Context: an optimization exercise on an open-source flow, tuned for small area, a short achievable clock period and few clock cycles. The choices shown serve that exercise and are no tape-out recipe.
Only simulation tests tie the RTL to the original design; equivalence was not proved.

== alpha ==
==> flow/design.v (excerpt) <==
module mult(input clock, reset, nuke,
            input [63:0] mcand, mplier,
            input start,
            output [63:0] product,
            output done);
  wire one0;
  wire two0;
  wire neg0;
  wire one1;
  wire two1;
  wire neg1;
  wire one2;
  wire two2;
  wire neg2;
  wire one3;
  wire two3;
  wire neg3;
  wire one4;
  wire two4;
  wire neg4;
  wire one5;
  wire two5;
  wire neg5;
  wire one6;
  wire two6;
  wire neg6;
  wire one7;
  wire two7;
  wire neg7;
  wire one8;
  wire two8;
  wire neg8;
  wire one9;
  wire two9;
  wire neg9;
  wire one10;
  wire two10;
  wire neg10;
  wire one11;
  wire two11;
  wire neg11;
  wire one12;
  wire two12;
  wire neg12;
  wire one13;
  wire two13;
  wire neg13;
  wire one14;
  wire two14;
  wire neg14;
  wire one15;
  wire two15;
  wire neg15;
  wire one16;
  wire two16;
  wire neg16;
  wire one17;
  wire two17;
  wire neg17;
  wire one18;
  wire two18;
  wire neg18;
  wire one19;
  wire two19;
  wire neg19;
  wire one20;
  wire two20;
  wire neg20;
  wire one21;
  wire two21;
  wire neg21;
  wire one22;
  wire two22;
  wire neg22;
  wire one23;
  wire two23;
  wire neg23;
  wire one24;
  wire two24;
  wire neg24;
  wire one25;
  wire two25;
  wire neg25;
  wire one26;
  wire two26;
  wire neg26;
  wire one27;
  wire two27;
  wire neg27;
  wire one28;
  wire two28;
  wire neg28;
  wire one29;
  wire two29;
  wire neg29;
  wire one30;
  wire two30;
  wire neg30;
  wire one31;
  wire two31;
  wire neg31;
  wire pp0_0;
  wire pp0_1;
  wire pp0_2;
  wire pp0_3;
  wire pp0_4;
  wire pp0_5;
  wire pp0_6;
  wire pp0_7;
  wire pp0_8;
  wire pp0_9;
  wire pp0_10;
  wire pp0_11;
  wire pp0_12;
  wire pp0_13;
  wire pp0_14;
  wire pp0_15;
  wire pp0_16;
  wire pp0_17;
  wire pp0_18;
  wire pp0_19;
  wire pp0_20;
  wire pp0_21;
  ...
clock: 7.0 ns
lec_check: 0
abc_area: 1
cap_margin: 20
core_margin: 2
core_utilization: 60
setup_slack_margin: 3.0
slew_margin: 20
synth_hierarchical: 1
buffer_ports_args: -buffer_cell sky130_fd_sc_hd__buf_2
standard.sh (not shown) runs the stock make flow with config.mk's settings and CLKGATE_MAP_FILE= SYNTH_SCRIPT=/design/flow/synth_recipe.tcl, a recipe that flattens the netlist after the stock synthesis.
==> flow/flow/run.sh <==
#!/bin/bash
set -e
for cfg in config.mk "$FLOW_CONFIG"; do
  [ -n "$cfg" ] && [ -f "$cfg" ] || continue
  grep -q '^export BUFFER_PORTS_ARGS' "$cfg" && continue
  echo 'export BUFFER_PORTS_ARGS = -buffer_cell sky130_fd_sc_hd__buf_2' >> "$cfg"
done
bash standard.sh > standard.log 2>&1
Testbench counts of alpha, summed over its fixed seeds: cycles 3,376.
Inputs modified between alpha and beta:
diff --git a/flow/config.mk b/flow/config.mk
--- a/flow/config.mk
+++ b/flow/config.mk
@@ -9,5 +9,5 @@
 export CAP_MARGIN = 20
 export CORE_MARGIN = 2
-export CORE_UTILIZATION = 60
+export CORE_UTILIZATION = 55
 export SETUP_SLACK_MARGIN = 3.0
 export SLEW_MARGIN = 20
The flow did not stop early for beta: all stages ran, and the layout cleared the timing, DRC and antenna checks.
Of beta and alpha, the higher floorplan row count belongs to beta.
Sort beta and alpha by register-to-register slack, ascending, and alpha comes first.
On clock latency on the worst-skew pair: between beta and alpha, it ends up higher for beta.
beta ended with less violation count after the first detailed-route iteration than alpha.
Going from alpha to beta, the core area was found to have gone up by 0.0082 mm^2.

* * *

Starting RTL as in the previous note.
==> flow/design.v (excerpt) <==
module mult(input clock, reset, nuke,
            input [63:0] mcand, mplier,
            input start,
            output [63:0] product,
            output done);
Settings: LEC_CHECK=0, ABC_AREA=1, CAP_MARGIN=20, CORE_MARGIN=2, CORE_UTILIZATION=55, SETUP_SLACK_MARGIN=3.0, SLEW_MARGIN=20, SYNTH_HIERARCHICAL=1; clock period 7.0 ns.
run.sh (not shown) runs the stock make flow with config.mk's settings and CLKGATE_MAP_FILE= SYNTH_SCRIPT=/design/flow/synth_recipe.tcl, a recipe that flattens the netlist after the stock synthesis.
Stock flow here: none of the scripts above is used.
Testbench counts at the start, summed over its fixed seeds: cycles 3,376.
Change:
--- a/flow/config.mk
+++ b/flow/config.mk
@@ -12 +12 @@
-export SETUP_SLACK_MARGIN = 3.0
+export SETUP_SLACK_MARGIN = 2.5
What happened: Routed wire length came out lower by 11%. Utilization goes down by 3.9 points. Critical path depth is lower by 7. Register-to-register slack gets worse by 0.20 ns.
Change:
==> flow/flow/run.sh (new file) <==
#!/bin/bash
set -e
for cfg in config.mk "$FLOW_CONFIG"; do
  [ -n "$cfg" ] && [ -f "$cfg" ] || continue
  grep -q '^export BUFFER_PORTS_ARGS' "$cfg" && continue
  echo 'export BUFFER_PORTS_ARGS = -buffer_cell sky130_fd_sc_hd__buf_2' >> "$cfg"
done
bash standard.sh > standard.log 2>&1
==> flow/standard.sh (new file) <==
#!/bin/bash
# synth_recipe.tcl (not shown) runs the flow's synth.tcl, then flattens the netlist and writes it again
# the make line also repeats each setting of config.mk as NAME=value (left out here)
make -C /OpenROAD-flow-scripts/flow DESIGN_CONFIG=/design/flow/config.mk WORK_HOME=/design/flow/orfs CLKGATE_MAP_FILE= SYNTH_SCRIPT=/design/flow/synth_recipe.tcl "${@:-finish}"
--- a/flow/config.mk
+++ b/flow/config.mk
@@ -12 +12,2 @@
-export SETUP_SLACK_MARGIN = 2.5
+export GPL_ROUTABILITY_DRIVEN = 0
+export SETUP_SLACK_MARGIN = 3.0
@@ -14,0 +16 @@
+export BUFFER_PORTS_ARGS = -buffer_cell sky130_fd_sc_hd__buf_2
removed: flow/run.sh
Core utilization went up by 0.90 points. Final cell count went up slightly. Global-route usage went down by 1.0 points. Register-to-register slack gets better by 0.30 ns. Critical path depth went up by 5. Clock-buffer cell count went down by 3. Clock skew went up by 0.0067 ns. Maximum frequency went up by roughly a tenth. Die area is unchanged. Synthesized area is unchanged.
Change:
==> flow/run.sh (new file) <==
#!/bin/bash
# synth_recipe.tcl (not shown) runs the flow's synth.tcl, then flattens the netlist and writes it again
# the make line also repeats each setting of config.mk as NAME=value (left out here)
make -C /OpenROAD-flow-scripts/flow DESIGN_CONFIG=/design/flow/config.mk WORK_HOME=/design/flow/orfs CLKGATE_MAP_FILE= SYNTH_SCRIPT=/design/flow/synth_recipe.tcl finish
--- a/flow/config.mk
+++ b/flow/config.mk
@@ -11,2 +11 @@
-export CORE_UTILIZATION = 55
-export GPL_ROUTABILITY_DRIVEN = 0
+export CORE_UTILIZATION = 45
@@ -16 +14,0 @@
-export BUFFER_PORTS_ARGS = -buffer_cell sky130_fd_sc_hd__buf_2
removed: flow/flow/run.sh
removed: flow/standard.sh
Result:
- fmax is lower by about 3.2%
- worst setup slack gets worse by 0.14 ns
- cell area is higher by about 6%
- clock-buffer cell count came out lower by 3
- register-to-register slack loses 0.14 ns
- die area increases by 22%
- first-iteration DRC count grows by about 36%
- via count goes up by about 5%
Change:
--- a/flow/config.mk
+++ b/flow/config.mk
@@ -11,2 +11,2 @@
-export CORE_UTILIZATION = 45
-export SETUP_SLACK_MARGIN = 3.0
+export CORE_UTILIZATION = 55
+export SETUP_SLACK_MARGIN = 3.5
Effect:
- Now the flow never finished: it broke off in 5_1_grt with GRT-0116
- synthesized cell count stays the same
- synthesized area is unchanged
Change:
--- a/flow/config.mk
+++ b/flow/config.mk
@@ -12 +12 @@
-export SETUP_SLACK_MARGIN = 3.5
+export SETUP_SLACK_MARGIN = 2.0
Now the flow finished with timing, DRC and antenna clean.
Synthesized area is unchanged.
Synthesized cell count stays the same.

[afterwards: timing with drivers on the ports]
No port has a modelled driver above. Below, the same layouts with a new extraction and two added sets of constraints.
Step 1 assumes that a clkbuf_16 drives the clock port and a buf_2 every other input.
Step 2, shift: input delay + t, output delay - t, t = (earliest + latest rising clock arrival at the registers) / 2. This alone moves slack from input paths to output paths.
Slacks: ideal ports / drivers / drivers and shift; pairs: ideal ports / drivers.
run | t (ns) | setup slack, ns | hold WS [ns]
alpha | 0.722 | 2.787 / 2.787 / 2.204 | 0.451 / 0.451 / 0.451
beta | 0.756 | 2.814 / 2.814 / 2.186 | 0.458 / 0.458 / 0.458
the first run of note 2 | 0.778 | 2.771 / 2.771 / 2.092 | 0.440 / 0.440 / 0.440
the second run of note 2 | 0.766 | 2.473 / 2.463 / 1.696 | 0.441 / 0.441 / 0.441
the third run of note 2 | 0.754 | 2.870 / 2.870 / 2.218 | 0.450 / 0.450 / 0.450
the fourth run of note 2 | 0.794 | 2.732 / 2.732 / 2.111 | 0.459 / 0.459 / 0.459
the sixth run of note 2 | 0.760 | 1.909 / 1.846 / 1.086 | 0.442 / 0.442 / 0.442
After both steps setup and hold are still met in every run listed. For the sixth run of note 2, which loses most, drivers alone change the setup slack by -0.063 ns; drivers and shift together by -0.823 ns.
